This is an optimization exercise on Yosys and OpenROAD, whose aim is small area, a short achievable clock period and few clock cycles per item, not a production implementation.
No functional check of the RTL was part of any run shown here.

[flow/config.mk]
export PLATFORM = sky130hd
export DESIGN_NAME = hyperbolic_exp_cordic
export DESIGN_NICKNAME = hyperbolic_exp_cordic
export VERILOG_FILES = /design/flow/design.v
export SDC_FILE = /design/flow/constraint.sdc
export NUM_CORES = 4
export LEC_CHECK = 0
export CAP_MARGIN = 20
export CORE_MARGIN = 2
export CORE_UTILIZATION = 40
export SETUP_SLACK_MARGIN = 2.5
export SLEW_MARGIN = 20
[flow/constraint.sdc]
create_clock -name core_clock -period 5.5 [get_ports {clk}]
set_input_delay 1.1000 -clock core_clock [delete_from_list [all_inputs] [get_ports {clk}]]
set_output_delay 1.1000 -clock core_clock [all_outputs]
set_load 0.01 [all_outputs]
[flow/design.v]
module hyperbolic_exp_cordic (
    input rstn,
    input clk,
    input signed [NUM_W - 1:0] z0,
    input in_valid,
    output in_ready,
    output reg signed [NUM_W - 1:0] w,
    output reg out_valid,
    input out_ready
);
    localparam NUM_W = 16;
    function [15:0] w_init(input [5:0] d);
        case (d)
            6'd0: w_init = 16'd48582;
            6'd1: w_init = 16'd16192;
            6'd2: w_init = 16'd29148;
            6'd3: w_init = 16'd9715;
            6'd4: w_init = 16'd37787;
            6'd5: w_init = 16'd12595;
            6'd6: w_init = 16'd22672;
            6'd7: w_init = 16'd7557;
            6'd8: w_init = 16'd42867;
            6'd9: w_init = 16'd14289;
            6'd10: w_init = 16'd25721;
            6'd11: w_init = 16'd8573;
            6'd12: w_init = 16'd33342;
            6'd13: w_init = 16'd11114;
            6'd14: w_init = 16'd20005;
            6'd15: w_init = 16'd6669;
            6'd16: w_init = 16'd42867;
            6'd17: w_init = 16'd14289;
            6'd18: w_init = 16'd25720;
            6'd19: w_init = 16'd8572;
            6'd20: w_init = 16'd33342;
            6'd21: w_init = 16'd11114;
            6'd22: w_init = 16'd20005;
            6'd23: w_init = 16'd6668;
            6'd24: w_init = 16'd37824;
            6'd25: w_init = 16'd12608;
            6'd26: w_init = 16'd22695;
            6'd27: w_init = 16'd7565;
            6'd28: w_init = 16'd29421;
            6'd29: w_init = 16'd9807;
            6'd30: w_init = 16'd17651;
            6'd31: w_init = 16'd5885;
            6'd32: w_init = 16'd45638;
            6'd33: w_init = 16'd15212;
            6'd34: w_init = 16'd27382;
            6'd35: w_init = 16'd9127;
            6'd36: w_init = 16'd35497;
            6'd37: w_init = 16'd11833;
            6'd38: w_init = 16'd21298;
            6'd39: w_init = 16'd7099;
            6'd40: w_init = 16'd40269;
            6'd41: w_init = 16'd13423;
            6'd42: w_init = 16'd24163;
            6'd43: w_init = 16'd8055;
            6'd44: w_init = 16'd31322;
            6'd45: w_init = 16'd10442;
            6'd46: w_init = 16'd18793;
            6'd47: w_init = 16'd6265;
            6'd48: w_init = 16'd40269;
            6'd49: w_init = 16'd13423;
            6'd50: w_init = 16'd24162;
            6'd51: w_init = 16'd8054;
            6'd52: w_init = 16'd31322;
            6'd53: w_init = 16'd10442;
            6'd54: w_init = 16'd18793;
            6'd55: w_init = 16'd6264;
            6'd56: w_init = 16'd35532;
            6'd57: w_init = 16'd11844;
            6'd58: w_init = 16'd21321;
            6'd59: w_init = 16'd7107;
            6'd60: w_init = 16'd27639;
            6'd61: w_init = 16'd9213;
            6'd62: w_init = 16'd16583;
            6'd63: w_init = 16'd5529;
            default: w_init = 16'd0;
        endcase
    endfunction
    wire adv = !out_valid || out_ready;
    assign in_ready = adv;
    reg v_0;
    always @(posedge clk) if (!rstn) v_0 <= 1'b0; else if (adv) v_0 <= in_valid;
    reg [15:0] z_0;
    always @(posedge clk) if (adv) z_0 <= z0;
    wire s1_d0 = z_0[15];
    wire [15:0] s1_z1 = s1_d0 ? z_0 + 16'd9000 : z_0 - 16'd9000;
    reg v_1;
    always @(posedge clk) if (!rstn) v_1 <= 1'b0; else if (adv) v_1 <= v_0;
    reg [14:0] z_1;
    wire s1_ovf = s1_z1[15:14] != {2{s1_z1[15]}};
    wire [14:0] s1_zs = s1_ovf ? {s1_z1[15], {14{~s1_z1[15]}}} : s1_z1[14:0];
    always @(posedge clk) if (adv) z_1 <= s1_zs;
    reg [0:0] d_1;
    always @(posedge clk) if (adv) d_1 <= {s1_d0};
    wire s2_d1 = z_1[14];
    wire [14:0] s2_z2 = s2_d1 ? z_1 + 15'd4185 : z_1 - 15'd4185;
    reg v_2;
    always @(posedge clk) if (!rstn) v_2 <= 1'b0; else if (adv) v_2 <= v_1;
    reg [13:0] z_2;
    wire s2_ovf = s2_z2[14:13] != {2{s2_z2[14]}};
    wire [13:0] s2_zs = s2_ovf ? {s2_z2[14], {13{~s2_z2[14]}}} : s2_z2[13:0];
    always @(posedge clk) if (adv) z_2 <= s2_zs;
    reg [1:0] d_2;
    always @(posedge clk) if (adv) d_2 <= {s2_d1,d_1[0]};
    wire s3_d2 = z_2[13];
    wire [13:0] s3_z3 = s3_d2 ? z_2 + 14'd2059 : z_2 - 14'd2059;
    reg v_3;
    always @(posedge clk) if (!rstn) v_3 <= 1'b0; else if (adv) v_3 <= v_2;
    reg [12:0] z_3;
    wire s3_ovf = s3_z3[13:12] != {2{s3_z3[13]}};
    wire [12:0] s3_zs = s3_ovf ? {s3_z3[13], {12{~s3_z3[13]}}} : s3_z3[12:0];
    always @(posedge clk) if (adv) z_3 <= s3_zs;
    reg [2:0] d_3;
    always @(posedge clk) if (adv) d_3 <= {s3_d2,d_2[1],d_2[0]};
    wire s4_d3 = z_3[12];
    wire [12:0] s4_z4 = s4_d3 ? z_3 + 13'd1025 : z_3 - 13'd1025;
    reg v_4;
    always @(posedge clk) if (!rstn) v_4 <= 1'b0; else if (adv) v_4 <= v_3;
    reg [12:0] z_4;
    always @(posedge clk) if (adv) z_4 <= s4_z4;
    reg [3:0] d_4;
    always @(posedge clk) if (adv) d_4 <= {s4_d3,d_3[2],d_3[1],d_3[0]};
    wire s5_d4 = z_4[12];
    wire [12:0] s5_z5 = s5_d4 ? z_4 + 13'd1025 : z_4 - 13'd1025;
    wire s5_ok = s5_z5[12:10] == {3{s5_z5[12]}};
    wire s5_d5 = s5_z5[12];
    wire s5_d6 = s5_ok ? ~s5_z5[9] : s5_z5[12];
    wire s5_d7 = s5_ok ? ~s5_z5[8] : s5_z5[12];
    wire s5_d8 = s5_ok ? ~s5_z5[7] : s5_z5[12];
    wire s5_d9 = s5_ok ? ~s5_z5[6] : s5_z5[12];
    wire s5_d10 = s5_ok ? ~s5_z5[5] : s5_z5[12];
    wire s5_d11 = s5_ok ? ~s5_z5[4] : s5_z5[12];
    wire s5_d12 = s5_ok ? ~s5_z5[3] : s5_z5[12];
    wire s5_d13 = s5_ok ? ~s5_z5[2] : s5_z5[12];
    wire s5_d14 = s5_ok ? ~s5_z5[1] : s5_z5[12];
    wire s5_d15 = s5_ok ? s5_z5[1] : s5_z5[12];
    reg v_5;
    always @(posedge clk) if (!rstn) v_5 <= 1'b0; else if (adv) v_5 <= v_4;
    reg [15:0] d_5;
    always @(posedge clk) if (adv) d_5 <= {s5_d15,s5_d14,s5_d13,s5_d12,s5_d11,s5_d10,s5_d9,s5_d8,s5_d7,s5_d6,s5_d5,s5_d4,d_4[3],d_4[2],d_4[1],d_4[0]};
    wire [15:0] s6_w6 = w_init({d_5[5],d_5[4],d_5[3],d_5[2],d_5[1],d_5[0]});
    reg v_6;
    always @(posedge clk) if (!rstn) v_6 <= 1'b0; else if (adv) v_6 <= v_5;
    reg [9:0] d_6;
    always @(posedge clk) if (adv) d_6 <= {d_5[15],d_5[14],d_5[13],d_5[12],d_5[11],d_5[10],d_5[9],d_5[8],d_5[7],d_5[6]};
    reg [15:0] w_6;
    always @(posedge clk) if (adv) w_6 <= s6_w6;
    wire [15:0] s7_w7 = w_6 + ({16{d_6[0]}} ^ (w_6 >> 6)) + d_6[0];
    reg v_7;
    always @(posedge clk) if (!rstn) v_7 <= 1'b0; else if (adv) v_7 <= v_6;
    reg [8:0] d_7;
    always @(posedge clk) if (adv) d_7 <= {d_6[9],d_6[8],d_6[7],d_6[6],d_6[5],d_6[4],d_6[3],d_6[2],d_6[1]};
    reg [15:0] w_7;
    always @(posedge clk) if (adv) w_7 <= s7_w7;
    wire [15:0] s8_w8 = w_7 + ({16{d_7[0]}} ^ (w_7 >> 7)) + d_7[0];
    reg v_8;
    always @(posedge clk) if (!rstn) v_8 <= 1'b0; else if (adv) v_8 <= v_7;
    reg [7:0] d_8;
    always @(posedge clk) if (adv) d_8 <= {d_7[8],d_7[7],d_7[6],d_7[5],d_7[4],d_7[3],d_7[2],d_7[1]};
    reg [15:0] w_8;
    always @(posedge clk) if (adv) w_8 <= s8_w8;
    wire [15:0] s9_w9 = w_8 + ({16{d_8[0]}} ^ (w_8 >> 8)) + d_8[0];
    reg v_9;
    always @(posedge clk) if (!rstn) v_9 <= 1'b0; else if (adv) v_9 <= v_8;
    reg [6:0] d_9;
    always @(posedge clk) if (adv) d_9 <= {d_8[7],d_8[6],d_8[5],d_8[4],d_8[3],d_8[2],d_8[1]};
    reg [15:0] w_9;
    always @(posedge clk) if (adv) w_9 <= s9_w9;
    wire [15:0] s10_w10 = w_9 + ({16{d_9[0]}} ^ (w_9 >> 9)) + d_9[0];
    reg v_10;
    always @(posedge clk) if (!rstn) v_10 <= 1'b0; else if (adv) v_10 <= v_9;
    reg [5:0] d_10;
    always @(posedge clk) if (adv) d_10 <= {d_9[6],d_9[5],d_9[4],d_9[3],d_9[2],d_9[1]};
    reg [15:0] w_10;
    always @(posedge clk) if (adv) w_10 <= s10_w10;
    wire [15:0] s11_w11 = w_10 + ({16{d_10[0]}} ^ (w_10 >> 10)) + d_10[0];
    reg v_11;
    always @(posedge clk) if (!rstn) v_11 <= 1'b0; else if (adv) v_11 <= v_10;
    reg [4:0] d_11;
    always @(posedge clk) if (adv) d_11 <= {d_10[5],d_10[4],d_10[3],d_10[2],d_10[1]};
    reg [15:0] w_11;
    always @(posedge clk) if (adv) w_11 <= s11_w11;
    wire [15:0] s12_w12 = w_11 + ({16{d_11[0]}} ^ (w_11 >> 11)) + d_11[0];
    reg v_12;
    always @(posedge clk) if (!rstn) v_12 <= 1'b0; else if (adv) v_12 <= v_11;
    reg [3:0] d_12;
    always @(posedge clk) if (adv) d_12 <= {d_11[4],d_11[3],d_11[2],d_11[1]};
    reg [15:0] w_12;
    always @(posedge clk) if (adv) w_12 <= s12_w12;
    wire [15:0] s13_w13 = w_12 + ({16{d_12[0]}} ^ (w_12 >> 12)) + d_12[0];
    reg v_13;
    always @(posedge clk) if (!rstn) v_13 <= 1'b0; else if (adv) v_13 <= v_12;
    reg [2:0] d_13;
    always @(posedge clk) if (adv) d_13 <= {d_12[3],d_12[2],d_12[1]};
    reg [15:0] w_13;
    always @(posedge clk) if (adv) w_13 <= s13_w13;
    wire [15:0] s14_w14 = w_13 + ({16{d_13[0]}} ^ (w_13 >> 13)) + d_13[0];
    reg v_14;
    always @(posedge clk) if (!rstn) v_14 <= 1'b0; else if (adv) v_14 <= v_13;
    reg [1:0] d_14;
    always @(posedge clk) if (adv) d_14 <= {d_13[2],d_13[1]};
    reg [15:0] w_14;
    always @(posedge clk) if (adv) w_14 <= s14_w14;
    wire [15:0] s15_w15 = w_14 + ({16{d_14[0]}} ^ (w_14 >> 13)) + d_14[0];
    reg v_15;
    always @(posedge clk) if (!rstn) v_15 <= 1'b0; else if (adv) v_15 <= v_14;
    reg [0:0] d_15;
    always @(posedge clk) if (adv) d_15 <= {d_14[1]};
    reg [15:0] w_15;
    always @(posedge clk) if (adv) w_15 <= s15_w15;
    wire [15:0] s16_w16 = w_15 + ({16{d_15[0]}} ^ (w_15 >> 14)) + d_15[0];
    always @(posedge clk) if (adv) w <= s16_w16;
    always @(posedge clk) if (!rstn) out_valid <= 1'b0; else if (adv) out_valid <= v_15;
endmodule
[flow/run.sh]
#!/bin/bash
# synth_recipe.tcl (not shown) runs the flow's synth.tcl, then flattens the netlist and writes it again
# the make line also repeats each setting of config.mk as NAME=value (left out here)
make -C /OpenROAD-flow-scripts/flow DESIGN_CONFIG=/design/flow/config.mk WORK_HOME=/design/flow/orfs CLKGATE_MAP_FILE= SYNTH_SCRIPT=/design/flow/synth_recipe.tcl finish
==> results.tsv, run 1 <==
stage	metric	value	unit
outcome	status	complete, no violations	
synthesis	syn_area_per_cell	10.9	um^2
synthesis	ys_types	76	
route	dr_wl_met3	1.50	mm
cts	htreeDepth	2	
worst_setup_path	rrSetupSlack	2.46	ns
sta	final-hold-violation-count	0	
placed_design	place_area	23100	um^2
cts	clock_sinks	345	
worst_setup_path	required	5.79	ns
cts	clock_latency	0.56	ns
route	drc_errors	0	
finish	n_antenna_cell	0	
sta	finClkSkew	0.0235	ns
cts	numCtsBuffers	41	
worst_setup_path	cp.arrival	3.34	ns
route	drt_iter0_drc	1003	
sta	final.period_utilization	0.553	
synthesis	ys_warn_count	1	
finish	fillers	4853	
route	ant_nets	0	
floorplanning	num_rows	85	
sta	timing.final.crit_period	3.04	ns
floorplanning	die_h	238	um
global_routing	grt_max_degree	204	
synthesis	syn_nets	2268	
run	maxCapViolCount	0	
placed_design	gp_congestion	0.825	
cts	root_buffer	clkbuf_16	
floorplanning	fp.dieArea	56900	um^2
synthesis	synthCells	2021	
synthesis	synth_seq_cells	345	
global_routing	antenna_found_initial	0	
floorplanning	core	54100	um^2
sta	slew_headroom	0.286	
sta	fin_tns_setup	0	ns
route	highest_layer	met4	
route	wl_met2	22.7	mm
worst_setup_path	cp-start-kind	flip-flop	
cts	clk_pin_slew	0.06	ns
route	wl_met1	21.3	mm
synthesis	async_flop_share	0	
cts	clock_path_buffers	3	
finish	fin_nets	2380	
route	wl_per_cell	16.3	um
route	finalWirelength	46.5	mm
sta	clock.fmax	329	MHz
finish	drive_above_1_share	0.125	
cts	cts_tree	yes	
sta	maxSlewViolCount	0	
synthesis	synth_edf_count	328	
sta	setup_viol	0	
placed_design	hpwl	31.4	mm
global_routing	overflow	0	
sta	rsz0062_at_grt	yes	
finish	layout_commonest_cell	edfxtp_1	
worst_setup_path	crit_path_end_kind	flip-flop	
route	dr.pass1.iters	5	
finish	final_cell_mix	edfxtp_1 (328), ha_1 (186), a21oi_1 (175)	
synthesis	ys_seq_area_frac	0.463	
finish	fin_area	25600	um^2
route	vias	15600	
floorplanning	num_io_pins	38	
worst_hold_path	whs_path_depth	0	
worst_setup_path	crit_fanout	8	
route	vias_per_cell	5.46	
worst_hold_path	hold_path_startpoint	d_8[3]	
finish	area_delta_synth_final	16.6	%
worst_setup_path	r2r_start	z_0[15]	
worst_hold_path	hold_path.class	reg2reg	
global_routing	grt_pass1_vias	15200	
worst_setup_path	worstSetupPathType	reg2reg	
global_routing	grt_pass1_wl	75.2	mm
cts	postCtsHoldBufs	0	
worst_setup_path	reg2reg_depth	9	
global_routing	track_usage	0.160	
synthesis	syn_area	22000	um^2
sta	worstMarginPinSlew	1.07	ns
floorplanning	start_util	0.406	
placed_design	io_buffer_count	37	
floorplanning	die_x	238	um
worst_setup_path	rr_endpoint	z_1[11]	
synthesis	synth_top_flop_cell	edfxtp_1	
worst_hold_path	min_to	d_9[2]	
-- cells by family after synthesis --
logic type / count (synthesis) / share of synthesized area
AOI/OAI and AO/OA: 618 / 0.182
and+or+nand+nor: 450 / 0.0956
DFF: 345 / 0.463
adders and majority gates: 242 / 0.141
xor gates and xnor gates: 200 / 0.0796
buffers and inverters: 141 / 0.0250
muxes: 25 / 0.0133
-- area by class of cell --
type | instances | area (um^2) | area share
multi-input combinational | 1539 | 12000 | 0.468
sequential | 345 | 10200 | 0.397
clock buffer | 56 | 1160 | 0.0451
timing repair buffer | 108 | 935 | 0.0364
tap | 696 | 871 | 0.0340
inverter | 96 | 390 | 0.0152
clock inverter | 17 | 85.1 | 0.00332
timing repair inverter | 2 | 17.5 | 0.000683
-- worst max-delay path, cell delays in order (launching register included) --
cell        delay, ns
edfxtp_1         0.54
clkinvlp_4       0.31
fa_2             0.44
a211o_1          0.32
a21oi_2          0.16
o21bai_1         0.11
o31a_1           0.34
or2_4            0.34
a21oi_4          0.17
nor3_2           0.05
-- sequential cells by signal (all words and copies together), names as in the netlist, 8 cells and up --
signal	cells
w_7	16
w_14	16
d_8	8
w_13	16
d_5	16
w_11	16
w_12	16
z_1	15
w	16
z_3	13
z_0	16
w_10	16
d_6	10
z_2	14
w_9	16
d_7	9
z_4	13
w_6	16
w_15	16
w_8	16
-- synthesized netlist by cell type, drive strengths merged (12+ instances only) --
cell type / n / area, um^2
a211oi: 32 / 240
a21boi: 25 / 188
a21o: 62 / 465
a21oi: 200 / 1000
a31oi: 21 / 138
and3: 18 / 113
buf: 15 / 77.6
clkbuf: 30 / 113
dfxtp: 17 / 340
edfxtp: 328 / 9850
fa: 15 / 300
ha: 212 / 2650
inv: 94 / 353
maj3: 15 / 150
mux2i: 18 / 180
nand2: 106 / 398
nand2b: 19 / 119
nand3: 27 / 135
nor2: 148 / 556
nor2b: 34 / 213
nor3: 48 / 240
o211ai: 23 / 173
o21a: 44 / 330
o21ai: 105 / 526
o21bai: 22 / 165
or2: 12 / 75.1
xnor2: 145 / 1270
xor2: 55 / 482
-- layer usage --
metal,global-route usage,vias to the layer above
met5,0,-
met4,0.0466,0
met3,0.0216,78
met2,0.277,238
met1,0.209,7502
li1,-,7801
-- metrics by stage --
| stage | utilization | setup slack (ns) | hold slack, ns | instances |
|---|---|---|---|---|
| final | 0.474 | 2.46 | 0.409 | 2859 |
| after global routing | 0.474 | 2.32 | 0.413 | 2859 |
| after CTS | 0.457 | 2.29 | 0.404 | 2821 |
| after detailed placement | 0.427 | 1.33 | 0.405 | 2717 |
| after global placement | 0.427 | 1.32 | 0.400 | 2717 |
| after floorplan | - | 2.15 | 0.400 | 2021 |
-- worst max-delay path by stage --
stage | start | slack, ns | cells after the start | end
after floorplan | out_ready | 2.15 | 4 | in_ready
after global placement | out_ready | 1.32 | 4 | in_ready
after detailed placement | out_ready | 1.33 | 4 | in_ready
after CTS | out_ready | 2.29 | 4 | in_ready
after global routing | z_0[15] | 2.32 | 9 | z_1[6]
final | z_0[15] | 2.46 | 9 | z_1[11]
-- repair_timing --
| item | in CTS | in global routing |
|---|---|---|
| pin swaps | 3 | 36 |
| cloned | 2 | 5 |
| resized for setup | 49 | 126 |
| setup endpoints to repair | 85 | 81 |
| setup buffers | 29 | 33 |
==> run 2: changes to the inputs <==
--- a/flow/config.mk
+++ b/flow/config.mk
@@ -9,4 +9,4 @@
 export CORE_MARGIN = 2
 export CORE_UTILIZATION = 40
-export SETUP_SLACK_MARGIN = 2.5
+export SETUP_SLACK_MARGIN = 3.5
 export SLEW_MARGIN = 20
==> run 2 against run 1 <==
Compared with the run above: first-iteration DRC count rose by 5.4%; non-clock buffer count grew 275; utilization increased by 11 points; clock skew up 0.0052 ns; critical path type unchanged.
==> results.tsv, run 2 <==
stage	metric	value	unit
floorplanning	die_h	238	um
synthesis	synth_most_common_cell	edfxtp_1	
placed_design	io_buffer_count	37	
sta	hold_ws	0.411	ns
sta	finClkSkew	0.0287	ns
synthesis	synth_commonest_cells	edfxtp_1 (328), ha_1 (212), a21oi_1 (199)	
global_routing	grt_max_degree	94	
route	drc_errors	0	
finish	layout_commonest_cell	edfxtp_1	
worst_setup_path	cp-start-kind	flip-flop	
worst_setup_path	reg2reg_depth	10	
global_routing	track_usage	0.182	
cts	clock_sinks	345	
cts	numCtsBuffers	40	
sta	final-hold-violation-count	0	
global_routing	antenna_found_initial	0	
synthesis	synth_top_flop_cell	edfxtp_1	
sta	worstMarginPinSlew	0.718	ns
sta	setup_viol	0	
floorplanning	core	54100	um^2
synthesis	ys_types	76	
cts	clock_path_buffers	3	
sta	slew_headroom	0.521	
finish	n_antenna_cell	0	
route	drt_iter0_drc	1057	
cts	postCtsHoldBufs	0	
sta	timing.final.crit_period	2.80	ns
cts	cts_tree	yes	
cts	clock_latency	0.56	ns
finish	fin_nets	2658	
finish	drive_above_1_share	0.401	
sta	maxSlewViolCount	0	
finish	utilization	0.581	
cts	clk_pin_slew	0.06	ns
placed_design	hpwl	31.8	mm
sta	final.period_utilization	0.509	
synthesis	syn_area_per_cell	10.9	um^2
floorplanning	start_util	0.406	
floorplanning	num_rows	85	
synthesis	synthCells	2021	
route	finalWirelength	54.6	mm
worst_setup_path	crit_path_end_kind	flip-flop	
finish	fin_area	31500	um^2
placed_design	place_area	24400	um^2
synthesis	ys_warn_count	1	
run	maxCapViolCount	0	
worst_setup_path	crit_end	z_1[9]	
outcome	status	complete, no violations	
global_routing	overflow	0	
route	dr.pass1.iters	5	
synthesis	synthTopCellsByArea	edfxtp_1 (45%), ha_1 (12%), xnor2_1 (5.8%)	
worst_setup_path	cp-startpoint	z_0[15]	
finish	area_delta_synth_final	43.1	%
worst_setup_path	rrSetupSlack	2.70	ns
cts	root_buffer	clkbuf_16	
route	vias_per_cell	5.46	
finish	final_cell_mix	edfxtp_1 (328), buf_4 (226), nor2_1 (130)	
floorplanning	die_x	238	um
global_routing	grt_pass1_vias	17000	
cts	htreeDepth	2	
synthesis	async_flop_share	0	
route	vias	17100	
sta	clock.fmax	357	MHz
sta	rsz0062_at_grt	yes	
sta	fin_tns_setup	0	ns
worst_setup_path	r2r_start	z_0[15]	
global_routing	grt_pass1_wl	84.4	mm
synthesis	synth_edf_count	328	
placed_design	gp_congestion	0.845	
worst_setup_path	cp.arrival	3.11	ns
synthesis	ys_seq_area_frac	0.463	
worst_hold_path	hold_path.class	reg2reg	
synthesis	syn_nets	2268	
synthesis	synth_seq_cells	345	
worst_setup_path	rr_endpoint	z_1[9]	
worst_setup_path	worstSetupPathType	reg2reg	
route	wl_per_cell	17.4	um
synthesis	synth_top_area_cell	edfxtp_1	
floorplanning	num_io_pins	38	
route	ant_nets	0	
floorplanning	fp.dieArea	56900	um^2
synthesis	syn_area	22000	um^2
worst_setup_path	crit_fanout	6	
synthesis	synth_top_area_share	0.448	
worst_setup_path	required	5.81	ns
==> run 2: cell counts after synthesis <==
No cell type changed its count.
==> run 2: per-layer routing <==
metal  GRT usage  share of wire  wire (um)  vias to the layer above
li1            -              -          -                     8378
met5           0              0          0                        -
met3      0.0312          0.036       1950                      103
met4      0.0542          0.028       1530                        0
met2       0.326           0.51      27900                      288
met1       0.223           0.42      23200                     8337
==> run 2: worst max-delay path, cell delays in order (launching register included) <==
cell and delay [ns]:
edfxtp_1 0.54, inv_4 0.11, fa_2 0.38, a211o_1 0.31
a21oi_2 0.16, o21bai_1 0.11, o31a_1 0.36, buf_4 0.17
or2_4 0.26, nor2_1 0.11, nor3_1 0.05
==> run 2: kinds of logic after synthesis <==
family / count (synthesis) / share of synthesized area
mux: 25 / 0.0133
simple gates: 450 / 0.0956
xor+xnor: 200 / 0.0796
flops: 345 / 0.463
buf+inv: 141 / 0.0250
fa+ha+maj: 242 / 0.141
compound gates: 618 / 0.182
==> run 2: area by class of cell <==
type / count / area [um^2]
Tap cell: 696 / 871
Multi-Input combinational cell: 1540 / 15100
Timing Repair inverter: 5 / 47.5
Clock buffer: 57 / 1110
Fill cell: 4216 / 22700
Timing Repair Buffer: 383 / 3540
Inverter: 96 / 427
Clock inverter: 13 / 193
Sequential cell: 345 / 10200
==> run 2: worst min path at each step <==
| stage | startpoint | endpoint | cells past startpoint |
|---|---|---|---|
| 2_1_floorplan | d_9[1] | d_10[0] | 0 |
| 3_3_place_gp | d_9[2] | d_10[1] | 0 |
| 3_5_place_dp | d_8[6] | d_9[5] | 0 |
| 4_1_cts | d_7[2] | d_8[1] | 0 |
| 5_1_grt | d_7[2] | d_8[1] | 0 |
| 6_report | d_4[0] | d_5[0] | 0 |
==> run 2: repair_timing <==
item / in CTS / in global routing
cloned: 14 / 1
resized for setup: 460 / 248
setup endpoints to repair: 568 / 319
pin swaps: 236 / 197
setup buffers: 231 / 102
==> run 2: metrics by stage <==
step / setup WS, ns / cells
after detailed placement: 1.35 / 2717
after floorplan: 2.15 / 2021
after CTS: 2.75 / 3032
after global placement: 1.35 / 2717
after global routing: 2.63 / 3135
final: 2.70 / 3135
==> run 3: changes to the inputs <==
--- a/flow/config.mk
+++ b/flow/config.mk
@@ -9,4 +9,4 @@
 export CORE_MARGIN = 2
 export CORE_UTILIZATION = 40
-export SETUP_SLACK_MARGIN = 3.5
+export SETUP_SLACK_MARGIN = 3.0
 export SLEW_MARGIN = 20
==> run 3 against run 2 <==
Compared with the run above: still clean on timing, DRC and antenna; final cell count decreased by 2.8%; synthesized cell count unchanged; register-to-register slack better by 0.02 ns; sequential share of layout area increased by 1.7 points; maximum frequency is 0.89% higher; area after synthesis unchanged; design area down 4.9%; first-iteration DRC count is 3.9% lower; critical path depth up 1; largest cell class unchanged; highest routed layer unchanged.
==> results.tsv, run 3 <==
stage	metric	value	unit
worst_setup_path	rrSetupSlack	2.72	ns
finish	layout_commonest_cell	edfxtp_1	
cts	cts_tree	yes	
synthesis	syn_nets	2268	
global_routing	antenna_found_initial	0	
synthesis	synth_edf_count	328	
synthesis	synthCells	2021	
sta	worstMarginPinSlew	0.991	ns
finish	multi_input_area	14500	um^2
sta	clock.fmax	360	MHz
finish	fillers	4415	
route	drc_errors	0	
worst_setup_path	reg2reg_depth	11	
synthesis	synth_most_common_cell	edfxtp_1	
floorplanning	fp.dieArea	56900	um^2
floorplanning	start_util	0.406	
sta	finClkSkew	0.0242	ns
worst_hold_path	hold_path.class	reg2reg	
route	ant_nets	0	
outcome	status	complete, no violations	
worst_setup_path	path_buf_inv	3	
synthesis	synth_seq_cells	345	
worst_setup_path	crit_path_end_kind	flip-flop	
sta	slew_headroom	0.339	
worst_setup_path	r2r_start	z_1[14]	
worst_setup_path	required	5.92	ns
worst_hold_path	whs_path_depth	0	
sta	final.period_utilization	0.505	
global_routing	grt_max_degree	169	
sta	fin_tns_setup	0	ns
global_routing	overflow	0	
global_routing	track_usage	0.175	
finish	final_cell_mix	edfxtp_1 (328), buf_4 (192), nor2_1 (136)	
route	dr.pass1.iters	5	
synthesis	synth_top_flop_cell	edfxtp_1	
worst_setup_path	path_cells	buf_6 -> inv_8 -> ha_2 -> nand2_1 -> a21oi_1 -> a2111oi_4 -> o21bai_1 -> xor2_2 -> buf_4 -> nand2_8 -> a21oi_2	
synthesis	syn_area	22000	um^2
global_routing	grt_pass1_vias	16300	
worst_setup_path	worstSetupPathType	reg2reg	
synthesis	ys_seq_area_frac	0.463	
sta	setup_viol	0	
floorplanning	die_x	238	um
sta	rsz0062_at_grt	yes	
worst_setup_path	crit_fanout	6	
route	finalWirelength	52.4	mm
cts	clock_sinks	345	
finish	n_antenna_cell	0	
floorplanning	num_io_pins	38	
sta	final-hold-violation-count	0	
global_routing	grt_pass1_wl	81.8	mm
worst_hold_path	hold_path_startpoint	d_2[1]	
worst_setup_path	rr_endpoint	z_2[0]	
finish	area_delta_synth_final	36.0	%
finish	utilization	0.553	
synthesis	synth_commonest_cells	edfxtp_1 (328), ha_1 (212), a21oi_1 (199)	
route	vias	16600	
finish	fin_nets	2566	
worst_setup_path	max_stage_delay	0.48	ns
worst_setup_path	crit_path_top_delay_cell	edfxtp_1	
worst_hold_path	min_to	d_3[1]	
cts	clock_latency	0.57	ns
cts	root_buffer	clkbuf_16	
placed_design	gp_congestion	0.841	
synthesis	synth_top_area_cell	edfxtp_1	
sta	maxSlewViolCount	0	
synthesis	synth_top_area_share	0.448	
cts	numCtsBuffers	40	
cts	clk_pin_slew	0.07	ns
sta	timing.final.crit_period	2.78	ns
route	wl_per_cell	17.2	um
floorplanning	die_h	238	um
finish	regArea	10200	um^2
synthesis	ys_warn_count	1	
synthesis	syn_area_per_cell	10.9	um^2
run	maxCapViolCount	0	
cts	clock_path_buffers	3	
cts	htreeDepth	2	
floorplanning	core	54100	um^2
sta	hold_ws	0.411	ns
finish	drive_above_1_share	0.332	
route	drt_iter0_drc	1016	
placed_design	hpwl	31.5	mm
synthesis	ys_types	76	
route	vias_per_cell	5.45	
worst_setup_path	cp.arrival	3.19	ns
synthesis	async_flop_share	0	
floorplanning	num_rows	85	
worst_setup_path	cp-start-kind	flip-flop	
worst_setup_path	path_delay_family	compound AO/OA/AOI/OAI gates	
placed_design	io_buffer_count	37	
synthesis	synthTopCellsByArea	edfxtp_1 (45%), ha_1 (12%), xnor2_1 (5.8%)	
run 3: cell counts after synthesis:
No cell type changed its count.
run 3: metrics by stage:
step	setup slack [ns]	instance area, um^2	cells
after floorplan	2.15	22800	2021
after global placement	1.33	23900	2717
after detailed placement	1.30	23900	2717
after CTS	2.75	28000	2958
after global routing	2.55	29900	3046
final	2.72	29900	3046
run 3: cells by family after synthesis:
logic type	share of synthesized area
compound gates	0.182
simple gates	0.0956
flops	0.463
fa+ha+maj	0.141
xor+xnor	0.0796
buf+inv	0.0250
mux	0.0133
run 3: repair_timing:
action,CTS,global route
cloned,13,1
hold buffers,0,0
setup buffers,155,87
gates resized for setup,311,242
hold endpoints to repair,0,0
endpoints found under the setup margin,418,185
pin swaps,137,202
run 3: layer usage:
layer	GRT usage	wire length, um	share of wire
met3	0.0223	1470	0.028
met2	0.307	26800	0.51
met1	0.222	22600	0.43
met5	0	0	0
met4	0.0617	1540	0.029
run 3: layout make-up:
cell class / count / share of cell area
clock buffers: 50 / 0.0379
clock inverters: 23 / 0.00648
inverters: 96 / 0.0139
multi-input cells: 1541 / 0.484
flip-flops and latches: 345 / 0.341
well taps: 696 / 0.0291
repair buffers: 290 / 0.0871
repair inverters: 5 / 0.00138
run 3: how the worst max path moves through the flow:
stage          endpoint  cells after the start  startpoint  slack [ns]
5_1_grt         z_2[10]                     12     z_1[14]        2.55
3_5_place_dp   in_ready                      5   out_ready        1.30
3_3_place_gp   in_ready                      5   out_ready        1.33
6_report         z_2[0]                     11     z_1[14]        2.72
4_1_cts          z_2[0]                     11     z_1[14]        2.75
2_1_floorplan  in_ready                      4   out_ready        2.15

## re-timing with driven ports
How much do the figures lean on ideal ports? The routed layouts below were timed once more, with nothing changed but the port constraints. Step 1 (the two cells are an assumption about what drives the block):
set clk [get_ports {clk}]
set_driving_cell -lib_cell sky130_fd_sc_hd__clkbuf_16 $clk
set_driving_cell -lib_cell sky130_fd_sc_hd__buf_2 [delete_from_list [all_inputs] $clk]
Step 2 also shifts input and output timing later by t, the mid clock arrival at the registers, as if the neighbouring blocks saw the same clock. Three values: ideal ports, drivers, drivers and shift; two values: the first two.
| run | t, ns | setup slack, ns | slew at the worst register clock pin (ns) |
|---|---|---|---|
| run 1 | 0.595 | 2.459 / 2.459 / 2.459 | 0.06 / 0.06 |
| run 2 | 0.599 | 2.699 / 2.699 / 2.699 | 0.06 / 0.06 |
| run 3 | 0.615 | 2.724 / 2.724 / 2.489 | 0.07 / 0.07 |
After both steps setup and hold are still met in every run listed. For run 3, which loses most, drivers alone change the setup slack by 0.000 ns; drivers and shift together by -0.235 ns.
